Background: an optimization exercise with open tools, aiming at small area. Do not read the settings as production practice. In this exercise RTL edits were held to simulation tests only and were not proved equivalent to the original. Power and IR drop assume default switching activity.

**flow/flow/run.sh**
```bash
#!/bin/bash
# Own layout flow: the standard flow (standard.sh) with three changes:
#  1. after the standard synthesis (kept as is: registers, their names and
#     cells untouched), the combinational logic between the registers is
#     re-mapped by ABC with area-oriented scripts (flow/r0.abc, and ABC's
#     &deepsyn with 32 seeds); the smallest result is kept;
#  2. ports are buffered with the smallest buffer (buf_1);
#  3. clock tree synthesis without dummy loads, with small clock buffers.
# Each tool's output goes to a log file of its own in the work folder.
set -euo pipefail
W=$(pwd)
R=$W/orfs/results/${FLOW_PLATFORM:-sky130hd}/top_stopwatch/base
LIB=$FLOW_HOME/platforms/sky130hd/lib/sky130_fd_sc_hd__tt_025C_1v80.lib
source $W/flow/knobs.sh

bash standard.sh synth > $W/log_1_standard_synth.log 2>&1

# cell functions of the combinational cells (sequential cells stay black boxes)
yosys -q -p "read_liberty -ignore_miss_func $LIB; write_verilog -noattr $W/cells_all.v" > $W/log_2_cells.log 2>&1
awk '/^module /{buf=""; keep=1} {buf=buf $0 "\n"} /always|reg /{keep=0} /^endmodule/{if(keep) printf "%s\n", buf; buf=""}' \
  $W/cells_all.v > $W/cells_comb.v
DU=$(sed -n '/DONT_USE_CELLS += /,/^#/p' $FLOW_HOME/platforms/sky130hd/config.mk | grep -o "sky130_fd_sc_hd__[a-z0-9_]*" | sed 's/^/-dont_use /' | tr '\n' ' ')
cp $R/1_2_yosys.v $W/synth_standard.v
remap() {
  local n=$1
  cp $W/flow_$n.abc $W/remap_$n.abc
  yosys -p "read_liberty -lib $LIB; read_verilog -overwrite $W/cells_comb.v; read_verilog $W/synth_standard.v; \
    hierarchy -top $FLOW_TOP; flatten; proc; techmap; opt -fast -purge; \
    abc -liberty $LIB $DU -script $W/remap_$n.abc; opt_clean -purge; \
    hilomap -singleton -hicell sky130_fd_sc_hd__conb_1 HI -locell sky130_fd_sc_hd__conb_1 LO; \
    splitnets; opt_clean -purge; stat -liberty $LIB; write_verilog -noattr -nohex -nodec $W/synth_remap_$n.v" \
    > $W/log_3_remap_$n.log 2>&1 || true
}
# ABC scripts: flow/r0.abc, and &deepsyn (5 s) with seeds 1..32 followed by
# amap; they run NUM_CORES at a time
for i in $(seq 1 32); do
  echo "strash; &get -n; &deepsyn -T 5 -S $i; &put; strash; amap" > $W/flow_ds$i.abc
done
names="r0"; for i in $(seq 1 32); do names="$names ds$i"; done
cp $W/flow/r0.abc $W/flow_r0.abc
k=0
for n in $names; do
  remap $n &
  k=$((k + 1))
  if (( k % ${NUM_CORES:-4} == 0 )); then wait; fi
done
wait
best=""; best_area=""
for n in $names; do
  [[ -s $W/synth_remap_$n.v ]] || continue
  a=$(grep "Chip area" $W/log_3_remap_$n.log | tail -1 | awk '{print $NF}')
  [[ -n "$a" ]] || continue
  echo "$n $a" >> $W/remap_areas.txt
  if [[ -z "$best" ]] || awk -v a="$a" -v b="$best_area" 'BEGIN{exit !(a<b)}'; then best=$n; best_area=$a; fi
done
echo "chosen $best $best_area" >> $W/remap_areas.txt
cp $W/synth_remap_$best.v $R/1_2_yosys.v
rm -f $R/1_synth.odb $R/1_synth.sdc

bash standard.sh > $W/log_4_standard_rest.log 2>&1
```
**flow/flow/knobs.sh**
```bash
export BUFFER_PORTS_ARGS="-buffer_cell sky130_fd_sc_hd__buf_1"
export CTS_ARGS="-sink_clustering_enable -repair_clock_nets -buf_list sky130_fd_sc_hd__clkbuf_2 -root_buf sky130_fd_sc_hd__clkbuf_4 -dont_use_dummy_load"
```
**flow/flow/r0.abc**
```
strash; dc2; balance -l; resub -K 6 -l; rewrite -l; resub -K 6 -N 2 -l; refactor -l; resub -K 8 -l; balance -l; resub -K 8 -N 2 -l; rewrite -l; resub -K 10 -l; rewrite -z -l; resub -K 10 -N 2 -l; balance -l; resub -K 12 -l; refactor -z -l; resub -K 12 -N 2 -l; rewrite -z -l; balance -l; dc2; balance -l; resub -K 6 -l; rewrite -l; resub -K 6 -N 2 -l; refactor -l; resub -K 8 -l; balance -l; resub -K 8 -N 2 -l; rewrite -l; resub -K 10 -l; rewrite -z -l; resub -K 10 -N 2 -l; balance -l; resub -K 12 -l; refactor -z -l; resub -K 12 -N 2 -l; rewrite -z -l; balance -l; dc2; balance -l; resub -K 6 -l; rewrite -l; resub -K 6 -N 2 -l; refactor -l; resub -K 8 -l; balance -l; resub -K 8 -N 2 -l; rewrite -l; resub -K 10 -l; rewrite -z -l; resub -K 10 -N 2 -l; balance -l; resub -K 12 -l; refactor -z -l; resub -K 12 -N 2 -l; rewrite -z -l; balance -l; strash; &get -n; &dch -f; &nf -R 1000; &put; strash; dc2; balance -l; resub -K 6 -l; rewrite -l; resub -K 6 -N 2 -l; refactor -l; resub -K 8 -l; balance -l; resub -K 8 -N 2 -l; rewrite -l; resub -K 10 -l; rewrite -z -l; resub -K 10 -N 2 -l; balance -l; resub -K 12 -l; refactor -z -l; resub -K 12 -N 2 -l; rewrite -z -l; balance -l; &get -n; &dch -f; &nf -R 1000; &put; strash; dc2; balance -l; resub -K 6 -l; rewrite -l; resub -K 6 -N 2 -l; refactor -l; resub -K 8 -l; balance -l; resub -K 8 -N 2 -l; rewrite -l; resub -K 10 -l; rewrite -z -l; resub -K 10 -N 2 -l; balance -l; resub -K 12 -l; refactor -z -l; resub -K 12 -N 2 -l; rewrite -z -l; balance -l; &get -n; &dch -f; &nf -R 1000; &put; strash; dc2; balance -l; resub -K 6 -l; rewrite -l; resub -K 6 -N 2 -l; refactor -l; resub -K 8 -l; balance -l; resub -K 8 -N 2 -l; rewrite -l; resub -K 10 -l; rewrite -z -l; resub -K 10 -N 2 -l; balance -l; resub -K 12 -l; refactor -z -l; resub -K 12 -N 2 -l; rewrite -z -l; balance -l; &get -n; &dch -f; &nf -R 1000; &put
```
**flow/standard.sh**
```bash
#!/bin/bash
# synth_recipe.tcl (not shown) runs the flow's synth.tcl, then flattens the netlist and writes it again
# the make line also repeats each setting of config.mk as NAME=value (left out here)
make -C /OpenROAD-flow-scripts/flow DESIGN_CONFIG=/design/flow/config.mk WORK_HOME=/design/flow/orfs CLKGATE_MAP_FILE= SYNTH_SCRIPT=/design/flow/synth_recipe.tcl "${@:-finish}"
```
**flow/config.mk**
```make
export PLATFORM = sky130hd
export DESIGN_NAME = top_stopwatch
export DESIGN_NICKNAME = top_stopwatch
export VERILOG_FILES = /design/flow/design.v
export SDC_FILE = /design/flow/constraint.sdc
export NUM_CORES = 4
export LEC_CHECK = 0
export ABC_AREA = 1
export CAP_MARGIN = 0
export CORE_MARGIN = 2
export CORE_UTILIZATION = 40
export GPL_TIMING_DRIVEN = 0
export SLEW_MARGIN = 0
```
**flow/constraint.sdc**
```tcl
create_clock -name core_clock -period 10.0 [get_ports {clk_100mhz}]
set_input_delay 2.0000 -clock core_clock [delete_from_list [all_inputs] [get_ports {clk_100mhz}]]
set_output_delay 2.0000 -clock core_clock [all_outputs]
set_load 0.01 [all_outputs]
```
**flow/design.v**
```verilog
module top_stopwatch(
  input wire clk_100mhz,
  input wire rst,
  input wire btn_reset_raw,
  input wire btn_pause_raw,
  input wire sw_adj_raw,
  input wire sw_sel_raw,
  output wire [6:0] seg,
  output wire [3:0] an,
  output wire dp,
  output wire [3:0] led
);
  localparam [5:0] F_R = 6'b011011, F_S1 = 6'b001001, F_S2 = 6'b101101,
                   F_S48 = 6'b001110, F_S49 = 6'b100010, F_J = 6'b111011;
  localparam [6:0] L_R = 7'b0001001, L_S99 = 7'b0011011, L_J = 7'b1001001;
  localparam [11:0] B_R = 12'b011110100011, B_J = 12'b111110100011;
  reg [5:0] f;
  reg [6:0] l;
  reg h;
  reg [11:0] b;
  wire tick_fast = (f == F_J);
  wire upd       = ~f[5] & ~f[4] & f[2] & f[1];  
  wire f1        = ~f[5] & ~f[4] & f[3] & ~f[2] & ~f[1];  
  wire f2        = (f == F_S2);
  wire l99       = (l == L_S99);
  wire tick_2hz  = tick_fast & l99;
  wire tick_1hz  = tick_2hz & h;
  wire tick_blink = &{b[11:7], ~b[6], b[5], ~b[4], ~b[3], b[0]};  
  wire after_2hz = f1 & (l == L_J);
  wire after_1hz = after_2hz & ~h;
  always @(posedge clk_100mhz) begin
    if (rst) begin
      f <= F_R; l <= L_R; h <= 1'b0; b <= B_R;
    end else begin
      f <= {~f[4:0], f[5] ^ f[0] ^ tick_fast};
      if (tick_fast) l <= {~l[5:0], l[6] ^ l[0] ^ (l == L_J)};
      if (tick_2hz) h <= ~h;
      b <= {~b[10:0], b[11] ^ b[2] ^ b[0] ^ tick_blink};
    end
  end
  function [3:0] c_nxt;
    input [3:0] c;
    input x;
    begin
      c_nxt[0] = (c[2] & c[3] & x) | (~c[1] & ~c[2] & ~c[3] & x);
      c_nxt[1] = ~((~c[0] & x));
      c_nxt[2] = (~c[1] & x);
      c_nxt[3] = ~((~c[2] & x));
    end
  endfunction
  function is_jc;
    input [3:0] c;
    is_jc = (c[1] & ~c[2] & ~c[3]);
  endfunction
  localparam [3:0] C_S = 4'd10;
  reg o_adj, o_sel, o_rst, o_pau;
  reg [3:0] c_adj, c_sel, c_rst, c_pau;
  wire x_adj = sw_adj_raw ^ o_adj, x_sel = sw_sel_raw ^ o_sel;
  wire x_rst = btn_reset_raw ^ o_rst, x_pau = btn_pause_raw ^ o_pau;
  wire [3:0] n_adj = c_nxt(c_adj, x_adj), n_sel = c_nxt(c_sel, x_sel);
  wire [3:0] n_rst = c_nxt(c_rst, x_rst), n_pau = c_nxt(c_pau, x_pau);
  wire jc_adj = is_jc(c_adj), jc_sel = is_jc(c_sel);
  wire jc_rst = is_jc(c_rst), jc_pau = is_jc(c_pau);
  always @(posedge clk_100mhz) begin
    if (rst) begin
      o_adj <= 1'b0; o_sel <= 1'b0; o_rst <= 1'b0; o_pau <= 1'b0;
      c_adj <= C_S; c_sel <= C_S; c_rst <= C_S; c_pau <= C_S;
    end else begin
      if (upd) begin
        c_adj <= n_adj; c_sel <= n_sel; c_rst <= n_rst; c_pau <= n_pau;
      end
      if (tick_fast) begin
        if (jc_adj) o_adj <= ~o_adj;
        if (jc_sel) o_sel <= ~o_sel;
        if (jc_rst) o_rst <= ~o_rst;
        if (jc_pau) o_pau <= ~o_pau;
      end
    end
  end
  wire sw_adj    = o_adj;
  wire sw_sel    = o_sel;
  wire btn_reset = o_rst;
  wire sys_rst   = rst | btn_reset;
  wire adj_before = o_adj ^ jc_adj;
  wire rst_before = o_rst ^ jc_rst;
  wire pause_tog = f2 & o_pau & ~o_rst & (jc_pau | jc_rst);
  wire f_r = (f == F_R);                  
  wire adj_prev = sw_adj ^ (f1 & jc_adj);
  wire rst_prev = btn_reset ^ (f1 & jc_rst);
  wire m = adj_prev & ~rst_prev & ~f_r;
  wire s = sw_sel ^ (f1 & jc_sel);
  reg p;
  always @(posedge clk_100mhz) begin
    if (sys_rst) p <= 1'b0;
    else if (~m & pause_tog) p <= ~p;
  end
  wire use_2hz = m;
  wire sel_minutes = m & ~s;
  wire sel_seconds = m & s;
  wire is_run = ~m & ~p;
  wire count_enable = is_run & ~sw_adj;
  wire ok_before = f1 & ~rst_before;
  wire base_sec_ones = ok_before &
    (use_2hz ? (sel_seconds & after_2hz) : (is_run & ~adj_before & after_1hz));
  wire base_min_ones = ok_before & sel_minutes & after_2hz;
  reg [3:0] so, mo;
  reg [2:0] st, mt;
  function [3:0] inc10;
    input [3:0] d;
    begin
      inc10[0] = ~d[0];
      inc10[1] = ~d[3] & (d[1] ^ d[0]);
      inc10[2] = d[2] ^ (d[1] & d[0]);
      inc10[3] = (d[3] & ~d[0]) | (d[2] & d[1] & d[0]);
    end
  endfunction
  function [2:0] inc6;
    input [2:0] d;
    begin
      inc6[0] = ~d[0];
      inc6[1] = ~d[2] & (d[1] ^ d[0]);
      inc6[2] = (d[2] & ~d[0]) | (d[1] & d[0]);
    end
  endfunction
  wire c_so = base_sec_ones & so[3] & so[0];
  wire c_st = c_so & st[2] & st[0];
  wire en_mo = base_min_ones | (c_st & ~use_2hz);
  wire c_mo = en_mo & mo[3] & mo[0];
  always @(posedge clk_100mhz) begin
    if (sys_rst) begin so <= 4'd0; st <= 3'd0; mo <= 4'd0; mt <= 3'd0; end
    else begin
      if (base_sec_ones) so <= inc10(so);
      if (c_so) st <= inc6(st);
      if (en_mo) mo <= inc10(mo);
      if (c_mo) mt <= inc6(mt);
    end
  end
  reg hb_1hz, hb_2hz, hb_blink;
  always @(posedge clk_100mhz) begin
    if (sys_rst) begin hb_1hz <= 1'b0; hb_2hz <= 1'b0; hb_blink <= 1'b0; end
    else begin
      if (tick_1hz) hb_1hz <= ~hb_1hz;
      if (tick_2hz) hb_2hz <= ~hb_2hz;
      if (tick_blink) hb_blink <= ~hb_blink;
    end
  end
  assign led = {~count_enable, hb_blink, hb_2hz, hb_1hz};
  reg [1:0] idx;
  always @(posedge clk_100mhz) begin
    if (sys_rst) idx <= 2'd0;
    else if (tick_fast) idx <= idx + 2'd1;
  end
  reg [3:0] bcd;
  always @(*) begin
    case (idx)
      2'd0: bcd = so;
      2'd1: bcd = {1'b0, st};
      2'd2: bcd = mo;
      default: bcd = {1'b0, mt};
    endcase
  end
  wire blank = m & ~hb_blink & (s ? ~idx[1] : idx[1]);
  function [6:0] seg7;
    input [3:0] d;
    begin
      seg7[0] = (~d[0] & ~d[1] & d[2]) | (d[0] & ~d[1] & ~d[2] & ~d[3]);
      seg7[1] = (~d[0] & d[1] & d[2]) | (d[0] & ~d[1] & d[2]);
      seg7[2] = (~d[0] & d[1] & ~d[2]);
      seg7[3] = (~d[0] & ~d[1] & d[2]) | (d[0] & d[1] & d[2]) | (d[0] & ~d[1] & ~d[2] & ~d[3]);
      seg7[4] = (d[0]) | (~d[1] & d[2]);
      seg7[5] = (d[1] & ~d[2]) | (d[0] & d[1]) | (d[0] & ~d[2] & ~d[3]);
      seg7[6] = (~d[1] & ~d[2] & ~d[3]) | (d[0] & d[1] & d[2]);
    end
  endfunction
  wire [6:0] seg_n = seg7(bcd);
  assign seg = blank ? 7'b1111111 : seg_n;
  assign an = ~(4'b0001 << idx);
  assign dp = 1'b1;
endmodule
```
==> results.sh, run 1 <==
export IMPL_leakage_nw=0.956
export IMPL_via_per_inst=5.37
export IMPL_start_kind="flop"
export IMPL_rrSetupSlack_ps=6160
export IMPL_grt_pass1_wl_um=8890
export IMPL_cts_buffers=9
export IMPL_crit_family="compound AO/OA/AOI/OAI gates"
export IMPL_track_usage=0.158
export IMPL_cts_sinks=66
export IMPL_final_common_cell="dfxtp_1"
export IMPL_drv_slew=0
export IMPL_gp_congestion=0.856
export IMPL_r2r_cells=17
export IMPL_period_needed_ps=4920
export IMPL_fin_area_sq_mm=0.00278
export IMPL_hold_viol=0
export IMPL_finalCritPeriodShare=0.492
export IMPL_io_buffers=20
export IMPL_cts_resized_gates=0
export IMPL_mostFrequentLayoutCells="dfxtp_1 (66), nor2_1 (45), clkinv_1 (40)"
export IMPL_htreeDepth=3
export IMPL_netlist_instances=302
export IMPL_postCtsSetupRepairBufs=0
export IMPL_max_cap_violations=0
export IMPL_place_area_sq_mm=0.00271
export IMPL_hold_path_startpoint="b[9]"
export IMPL_insertion_delay_ps=410
export IMPL_vias=2190
export IMPL_cp_cell_sequence="nand2b_1 > nor4_1 > o221ai_1 > a2111o_1 > o211ai_1 > clkinv_1 > o21ai_0 > buf_1"
export IMPL_status="complete, no violations"
export IMPL_fin_setup_tns_ps=0
export IMPL_min_path_type="flop to flop"
export IMPL_start_util=0.407
export IMPL_grt_pass1_vias=2009
export IMPL_rsz0062_at_grt="false"
export IMPL_area_growth_syn_to_layout_pct=9.41
export IMPL_crit_fanout=6
export IMPL_rows=29
export IMPL_final_setup_worst_slack_ps=5080
export IMPL_cp_arrival_ps=2920
export IMPL_first_pass_iters=4
export IMPL_grt_max_degree=18
export IMPL_syn_area_per_cell_sq_um=8.41
export IMPL_whs_ps=374
export IMPL_place_ws_ps=5200
export IMPL_die_y_um=83.7
export IMPL_required_ps=8000
export IMPL_powerDensity_mw_per_mm2=150
export IMPL_syn_num_nets=308
export IMPL_relSlewSlack=0.402
export IMPL_critical_path_depth=8
export IMPL_root_buffer="clkbuf_4"
export IMPL_wl_per_cell_um=12.5
export IMPL_final_layout_size_suffix_gt1_frac=0.0272
export IMPL_die_w_um=83.7
export IMPL_synth_area_sq_mm=0.00254
export IMPL_die_area_sq_mm=0.00700
export IMPL_crit_slowest_cell="nor4_1"
export IMPL_tightestPinTransition_ps=885
export IMPL_hold_path_endpoint="b[10]"
export IMPL_r2r_start="f[2]"
export IMPL_ant_nets=0
export IMPL_max_clock_freq_mhz=203
export IMPL_cts_hold_buf=0
export IMPL_core_area_sq_mm=0.00624
export IMPL_grt_antenna_before_repair=0
export IMPL_r2r_end="mt[1]"
export IMPL_overflow=0
export IMPL_hpwlAfterDp_um=3760
export IMPL_cts_clk_slew_worst_paths_ps=110
export IMPL_io_pins=22
export IMPL_nets=339
export IMPL_skew_ps=34.0
export IMPL_first_iter_violations=105
export IMPL_crit_type="flop to output pin"
export IMPL_cts_buffer_depth=2
export IMPL_critPathBufInv=2
export IMPL_cts_tree="yes"
export IMPL_yosysWarnings=1
export IMPL_worst_path_largest_cell_delay_ps=560
export IMPL_setup_violations_final=0
export IMPL_peakVddDrop_mv=0.0967
export IMPL_hold_depth=1
export IMPL_cp_end_kind="output pin"
export IMPL_power_total_mw=0.417
export IMPL_drc=0
export IMPL_antenna_cells=0
export IMPL_postRouteWirelength_um=5080
final cells by class:
type                    instances  area [sq um]
well taps                      77          96.3
inverters                      40           150
fillers                       650          3460
multi-input cells             196          1070
flip-flops and latches         66          1320
clock buffers                   9          67.6
repair buffers                 20          75.1
per-stage QoR:
step / cells / utilization
2_1_floorplan: 302 / -
3_3_place_gp: 399 / 0.434
3_5_place_dp: 399 / 0.434
4_1_cts: 408 / 0.445
5_1_grt: 408 / 0.445
6_report: 408 / 0.445
routing by layer:
layer	GRT usage	share of wire
met3	0.0643	0.048
met5	0	0
met4	0.0440	0.013
met2	0.242	0.44
met1	0.206	0.50
power breakdown:
group	internal [mW]	switching, mW	total (mW)
Sequential	0.269	0.00435	0.273
Clock	0.0418	0.0774	0.119
Combinational	0.00791	0.0165	0.0244
Total	0.318	0.0983	0.417
how the worst max path moves through the flow:
stage | to | startpoint
after floorplan | seg[5] | c_rst[2]
after global placement | c_pau[1] | rst
after detailed placement | c_sel[1] | rst
after CTS | seg[5] | f[2]
after global routing | seg[3] | c_rst[2]
final | seg[5] | f[2]
flip-flops by register name, summed over array words and instances, names as in the netlist, 2 cells and up, named ones only:
register,flops
b,12
c_adj,4
c_pau,4
c_rst,4
c_sel,4
f,6
idx,2
l,7
mo,3
mt,2
so,3
st,2
==> inputs of run 2 (changes only) <==
--- a/flow/flow/run.sh
+++ b/flow/flow/run.sh
@@ -3,7 +3,7 @@
 #  1. after the standard synthesis (kept as is: registers, their names and
 #     cells untouched), the combinational logic between the registers is
 #     re-mapped by ABC with area-oriented scripts (flow/r0.abc, and ABC's
-#     &deepsyn with 32 seeds); the smallest result is kept;
+#     &deepsyn with 56 seeds); the smallest result is kept;
 #  2. ports are buffered with the smallest buffer (buf_1);
 #  3. clock tree synthesis without dummy loads, with small clock buffers.
 # Each tool's output goes to a log file of its own in the work folder.
@@ -31,12 +31,18 @@
     splitnets; opt_clean -purge; stat -liberty $LIB; write_verilog -noattr -nohex -nodec $W/synth_remap_$n.v" \
     > $W/log_3_remap_$n.log 2>&1 || true
 }
-# ABC scripts: flow/r0.abc, and &deepsyn (5 s) with seeds 1..32 followed by
-# amap; they run NUM_CORES at a time
-for i in $(seq 1 32); do
+# ABC scripts: flow/r0.abc, &deepsyn (5 s) with seeds 1..40 followed by
+# amap, and the same after a first mapping with &nf (seeds 41..56), for a
+# different starting structure; they run NUM_CORES at a time
+names="r0"
+for i in $(seq 1 40); do
   echo "strash; &get -n; &deepsyn -T 5 -S $i; &put; strash; amap" > $W/flow_ds$i.abc
+  names="$names ds$i"
 done
-names="r0"; for i in $(seq 1 32); do names="$names ds$i"; done
+for i in $(seq 41 56); do
+  echo "strash; &get -n; &dch -f; &nf -R 1000; &put; strash; &get -n; &deepsyn -T 5 -S $i; &put; strash; amap" > $W/flow_ds$i.abc
+  names="$names ds$i"
+done
 cp $W/flow/r0.abc $W/flow_r0.abc
 k=0
 for n in $names; do
==> run 2 against run 1 <==
Compared with the run above:
- final area stayed put
- core utilization stayed put
- combinational power barely moved
- routed wire length did not move
- non-clock buffer count unchanged
==> results.sh, run 2 <==
export IMPL_status="complete, no violations"
export IMPL_io_pins=22
export IMPL_mostFrequentLayoutCells="dfxtp_1 (66), nor2_1 (45), clkinv_1 (40)"
export IMPL_first_pass_iters=4
export IMPL_grt_pass1_vias=2009
export IMPL_r2r_cells=17
export IMPL_final_common_cell="dfxtp_1"
export IMPL_cts_resized_gates=0
export IMPL_nets=339
export IMPL_netlist_instances=302
export IMPL_rows=29
export IMPL_root_buffer="clkbuf_4"
export IMPL_cp_end_kind="output pin"
export IMPL_io_buffers=20
export IMPL_htreeDepth=3
export IMPL_area_sequential_sq_mm=0.00132
export IMPL_start_util=0.407
export IMPL_first_iter_violations=105
export IMPL_crit_type="flop to output pin"
export IMPL_p_clk_frac=0.286
export IMPL_fin_setup_tns_ps=0
export IMPL_die_area_sq_mm=0.00700
export IMPL_hold_viol=0
export IMPL_drc=0
export IMPL_cts_hold_buf=0
export IMPL_relSlewSlack=0.402
export IMPL_skew_ps=34.0
export IMPL_die_y_um=83.7
export IMPL_setup_violations_final=0
export IMPL_hpwlAfterDp_um=3760
export IMPL_drv_slew=0
export IMPL_multi_input_area_sq_mm=0.00107
export IMPL_reg_top3="b: 12 flops, l: 7 flops, f: 6 flops"
export IMPL_tightestPinTransition_ps=885
export IMPL_hold_path_endpoint="b[10]"
export IMPL_min_path_type="flop to flop"
export IMPL_antenna_cells=0
export IMPL_via_per_inst=5.37
export IMPL_core_area_sq_mm=0.00624
export IMPL_fin_area_sq_mm=0.00278
export IMPL_ant_nets=0
export IMPL_gp_congestion=0.856
export IMPL_cts_tree="yes"
export IMPL_max_clock_freq_mhz=203
export IMPL_stdcell_count=408
export IMPL_peakVddDrop_mv=0.0967
export IMPL_grt_max_degree=18
export IMPL_grt_pass1_wl_um=8890
export IMPL_rrSetupSlack_ps=6160
export IMPL_largest_reg_flops=12
export IMPL_synth_area_sq_mm=0.00254
export IMPL_p_comb_frac=0.059
export IMPL_leakage_nw=0.956
export IMPL_sw_frac_of_total=0.236
export IMPL_wl_per_cell_um=12.5
export IMPL_p_int_mw=0.318
export IMPL_power_switching_mw=0.0983
export IMPL_final_layout_size_suffix_gt1_frac=0.0272
export IMPL_vias=2190
export IMPL_syn_num_nets=308
export IMPL_powerDensity_mw_per_mm2=150
export IMPL_seq_power_share=0.655
export IMPL_hold_depth=1
export IMPL_n_fill_cell=650
export IMPL_dp_cells=399
export IMPL_required_ps=8000
export IMPL_overflow=0
export IMPL_cp_arrival_ps=2920
export IMPL_max_cap_violations=0
export IMPL_syn_area_per_cell_sq_um=8.41
export IMPL_cts_buffer_depth=2
export IMPL_rsz0062_at_grt="false"
export IMPL_insertion_delay_ps=410
export IMPL_cts_sinks=66
export IMPL_area_growth_syn_to_layout_pct=9.41
export IMPL_finalCritPeriodShare=0.492
export IMPL_period_needed_ps=4920
export IMPL_yosysWarnings=1
export IMPL_cts_buffers=9
export IMPL_top_register="b"
export IMPL_die_w_um=83.7
export IMPL_r2r_end="mt[1]"
export IMPL_postCtsSetupRepairBufs=0
export IMPL_place_area_sq_mm=0.00271
export IMPL_start_kind="flop"
export IMPL_crit_fanout=6
export IMPL_postRouteWirelength_um=5080
export IMPL_cts_clk_slew_worst_paths_ps=110
export IMPL_track_usage=0.158
export IMPL_r2r_start="f[2]"
export IMPL_grt_antenna_before_repair=0
export IMPL_hold_path_startpoint="b[9]"
[run 2: stage by stage]
| step | hold WS (ps) | power (mW) | util | worst slack [ps] |
|---|---|---|---|---|
| finish | 374 | 0.417 | 0.445 | 5080 |
| global route | 411 | 0.440 | 0.445 | 4780 |
| CTS | 385 | 0.424 | 0.445 | 5060 |
| detailed placement | 376 | 0.304 | 0.434 | 5200 |
| global placement | 366 | 0.303 | 0.434 | 5220 |
| floorplan | 361 | 0.295 | - | 5820 |
[run 2: worst max-delay path: stages, from the launching register on]
cell      delay (ps)
dfxtp_1          330
nand2b_1         150
nor4_1           560
o221ai_1         410
a2111o_1         460
o211ai_1         150
clkinv_1         140
o21ai_0          160
buf_1            160
[run 2: layer usage]
layer / GRT usage / wire, um / vias to the layer above
li1: - / - / 1138
met1: 0.206 / 2560 / 1010
met2: 0.242 / 2220 / 36
met3: 0.0643 / 242 / 6
met4: 0.0440 / 64 / 0
met5: 0 / 0 / -
[run 2: how the worst max path moves through the flow]
stage               cells after the start        to  startpoint
floorplan                              11    seg[5]    c_rst[2]
global placement                        7  c_pau[1]         rst
detailed placement                      7  c_sel[1]         rst
CTS                                     8    seg[5]        f[2]
global route                           12    seg[3]    c_rst[2]
finish                                  8    seg[5]        f[2]
[run 2: power by group through the flow]
| stage | sequential, mW | clock (mW) | combinational (mW) |
|---|---|---|---|
| floorplan | 0.278 | 0 | 0.0169 |
| global placement | 0.279 | 0 | 0.0242 |
| detailed placement | 0.279 | 0 | 0.0246 |
| CTS | 0.273 | 0.126 | 0.0247 |
| global route | 0.274 | 0.138 | 0.0280 |
| finish | 0.273 | 0.119 | 0.0244 |
[run 2: cell type report]
cell class	count	share of cell area
repair buffers	20	0.0270
inverters	40	0.0540
well taps	77	0.0347
flip-flops and latches	66	0.475
multi-input cells	196	0.385
clock buffers	9	0.0243
==> inputs of run 3 (changes only) <==
--- a/flow/design.v
+++ b/flow/design.v
@@ -84,15 +84,14 @@
   wire adj_before = o_adj ^ jc_adj;
   wire rst_before = o_rst ^ jc_rst;
   wire pause_tog = f2 & o_pau & ~o_rst & (jc_pau | jc_rst);
-  wire f_r = (f == F_R);                  
-  wire adj_prev = sw_adj ^ (f1 & jc_adj);
-  wire rst_prev = btn_reset ^ (f1 & jc_rst);
-  wire m = adj_prev & ~rst_prev & ~f_r;
   wire s = sw_sel ^ (f1 & jc_sel);
-  reg p;
+  reg m, p;
   always @(posedge clk_100mhz) begin
-    if (sys_rst) p <= 1'b0;
-    else if (~m & pause_tog) p <= ~p;
+    if (sys_rst) begin m <= 1'b0; p <= 1'b0; end
+    else begin
+      m <= sw_adj;
+      if (~m & pause_tog) p <= ~p;
+    end
   end
   wire use_2hz = m;
   wire sel_minutes = m & ~s;
==> run 3 against run 2 <==
Compared with the run above:
- non-clock buffer count unchanged
- sequential share of layout area up 0.74 points
- synthesized area about the same
- largest cell class unchanged
- flip-flop and latch count up 1
- clock skew down 0.54 ps
- power up 0.82%
- first-iteration DRC count down 21%
- final area about the same
- final cell count down 0.25%
- critical path type unchanged
==> results.sh, run 3 <==
export IMPL_status="complete, no violations"
export IMPL_cts_buffers=9
export IMPL_peakVddDrop_mv=0.0837
export IMPL_fin_area_sq_mm=0.00278
export IMPL_skew_ps=33.5
export IMPL_powerDensity_mw_per_mm2=151
export IMPL_max_clock_freq_mhz=210
export IMPL_place_ws_ps=5630
export IMPL_cts_hold_buf=0
export IMPL_hold_path_endpoint="b[2]"
export IMPL_cts_clk_slew_worst_paths_ps=90
export IMPL_max_cap_violations=0
export IMPL_sw_frac_of_total=0.232
export IMPL_final_layout_size_suffix_gt1_frac=0.0273
export IMPL_drc=0
export IMPL_cts_buffer_depth=2
export IMPL_ant_nets=0
export IMPL_relSlewSlack=0.517
export IMPL_cp_arrival_ps=2760
export IMPL_place_area_sq_mm=0.00271
export IMPL_overflow=0
export IMPL_io_pins=22
export IMPL_yosysWarnings=1
export IMPL_syn_area_per_cell_sq_um=8.43
export IMPL_p_clk_frac=0.285
export IMPL_insertion_delay_ps=400
export IMPL_die_w_um=83.7
export IMPL_cts_sinks=67
export IMPL_hold_viol=0
export IMPL_gp_congestion=0.839
export IMPL_hold_path_startpoint="b[1]"
export IMPL_hold_depth=1
export IMPL_nets=338
export IMPL_die_y_um=83.7
export IMPL_start_kind="flop"
export IMPL_netlist_instances=301
export IMPL_via_per_inst=5.11
export IMPL_tightestPinTransition_ps=725
export IMPL_first_iter_violations=83
export IMPL_vias=2080
export IMPL_syn_num_nets=307
export IMPL_synth_area_sq_mm=0.00254
export IMPL_period_needed_ps=4760
export IMPL_antenna_cells=0
export IMPL_p_int_mw=0.323
export IMPL_final_common_cell="dfxtp_1"
export IMPL_crit_fanout=4
export IMPL_crit_type="flop to output pin"
export IMPL_wl_per_cell_um=12.3
export IMPL_dp_cells=398
export IMPL_cts_resized_gates=0
export IMPL_r2r_end="mt[1]"
export IMPL_first_pass_iters=4
export IMPL_grt_max_degree=19
export IMPL_hpwlAfterDp_um=3670
export IMPL_leakage_nw=0.936
export IMPL_required_ps=8000
export IMPL_htreeDepth=3
export IMPL_fin_setup_tns_ps=0
export IMPL_r2r_start="f[1]"
export IMPL_seq_power_share=0.659
export IMPL_cts_tree="yes"
export IMPL_top_register="b"
export IMPL_postCtsSetupRepairBufs=0
export IMPL_cp_end_kind="output pin"
export IMPL_rrSetupSlack_ps=6560
export IMPL_setup_violations_final=0
export IMPL_grt_pass1_vias=2012
export IMPL_power_switching_mw=0.0973
export IMPL_mostFrequentLayoutCells="dfxtp_1 (67), nor2_1 (54), clkinv_1 (33)"
export IMPL_rows=29
export IMPL_io_buffers=20
export IMPL_p_comb_frac=0.056
export IMPL_stdcell_count=407
export IMPL_area_growth_syn_to_layout_pct=9.41
export IMPL_r2r_cells=19
export IMPL_postRouteWirelength_um=4990
export IMPL_die_area_sq_mm=0.00700
export IMPL_grt_antenna_before_repair=0
export IMPL_start_util=0.407
export IMPL_grt_pass1_wl_um=8810
export IMPL_final_setup_worst_slack_ps=5240
export IMPL_finalCritPeriodShare=0.476
export IMPL_drv_slew=0
export IMPL_min_path_type="flop to flop"
export IMPL_largest_reg_flops=12
export IMPL_core_area_sq_mm=0.00624
export IMPL_rsz0062_at_grt="false"
export IMPL_root_buffer="clkbuf_4"
export IMPL_track_usage=0.157
export IMPL_reg_top3="b: 12 flops, l: 7 flops, f: 6 flops"
==> run 3: cell type report <==
| class | instances | area (sq um) |
|---|---|---|
| Inverter | 33 | 124 |
| Multi-Input combinational cell | 201 | 1070 |
| Sequential cell | 67 | 1340 |
| Timing Repair Buffer | 20 | 75.1 |
| Tap cell | 77 | 96.3 |
| Fill cell | 622 | 3460 |
| Clock buffer | 9 | 67.6 |
==> run 3: power by group through the flow <==
stage          Clock, mW  Sequential (mW)  Combinational [mW]
2_1_floorplan          0            0.282              0.0165
3_3_place_gp           0            0.283              0.0236
3_5_place_dp           0            0.283              0.0238
4_1_cts            0.126            0.277              0.0239
5_1_grt            0.136            0.278              0.0271
6_report           0.120            0.277              0.0235
==> run 3: stage by stage <==
stage / hold WS (ps) / power [mW] / utilization
CTS: 384 / 0.427 / 0.445
detailed placement: 376 / 0.307 / 0.434
global placement: 367 / 0.307 / 0.434
finish: 381 / 0.420 / 0.445
global route: 407 / 0.441 / 0.445
floorplan: 362 / 0.299 / -
==> run 3: worst max-delay path by stage <==
stage | start | endpoint | slack [ps] | cells after the start
6_report | f[1] | seg[5] | 5240 | 11
5_1_grt | f[1] | seg[5] | 4930 | 11
4_1_cts | f[1] | seg[5] | 5180 | 11
3_5_place_dp | f[1] | seg[5] | 5630 | 11
3_3_place_gp | f[1] | seg[5] | 5700 | 11
2_1_floorplan | f[1] | seg[5] | 5900 | 9
==> run 3: critical path: stages (launching register included) <==
cell	delay, ps
dfxtp_1	340
nand2b_1	170
or4_1	450
nor2_1	160
nor2_1	60
a21oi_1	210
a211oi_1	110
o21ai_0	210
o41ai_1	200
a31oi_1	230
o21ai_0	120
buf_1	130
==> run 3: layer usage <==
layer	share of wire	global-route usage	vias up
met2	0.45	0.252	36
met4	0.016	0.0733	0
met3	0.047	0.0544	7
met1	0.48	0.189	927
met5	0	0	-
li1	-	-	1110

what the ideal ports hide:
In the flow no input, the clock included, has a driving cell. The finished layouts below were timed again as built, in two steps.
Step 1 (the two cells are an assumption about what drives the block):
set clk [get_ports {clk_100mhz}]
set_driving_cell -lib_cell sky130_fd_sc_hd__clkbuf_16 $clk
set_driving_cell -lib_cell sky130_fd_sc_hd__buf_2 [delete_from_list [all_inputs] $clk]
Step 2 also shifts input and output timing later by t, the mid clock arrival at the registers, as if the neighbouring blocks saw the same clock.
Slacks: ideal ports / drivers / drivers and shift; pairs: ideal ports / drivers.
run	t (ns)	slack for setup (ns)	hold WS [ns]	worst register clock-pin slew, ns
run 1	0.415	5.080 / 5.054 / 5.223	0.374 / 0.374 / 0.374	0.11 / 0.11
run 2	0.415	5.080 / 5.054 / 5.223	0.374 / 0.374 / 0.374	0.11 / 0.11
run 3	0.406	5.238 / 5.211 / 5.617	0.381 / 0.381 / 0.381	0.10 / 0.10
After both steps setup and hold are still met in every run listed.
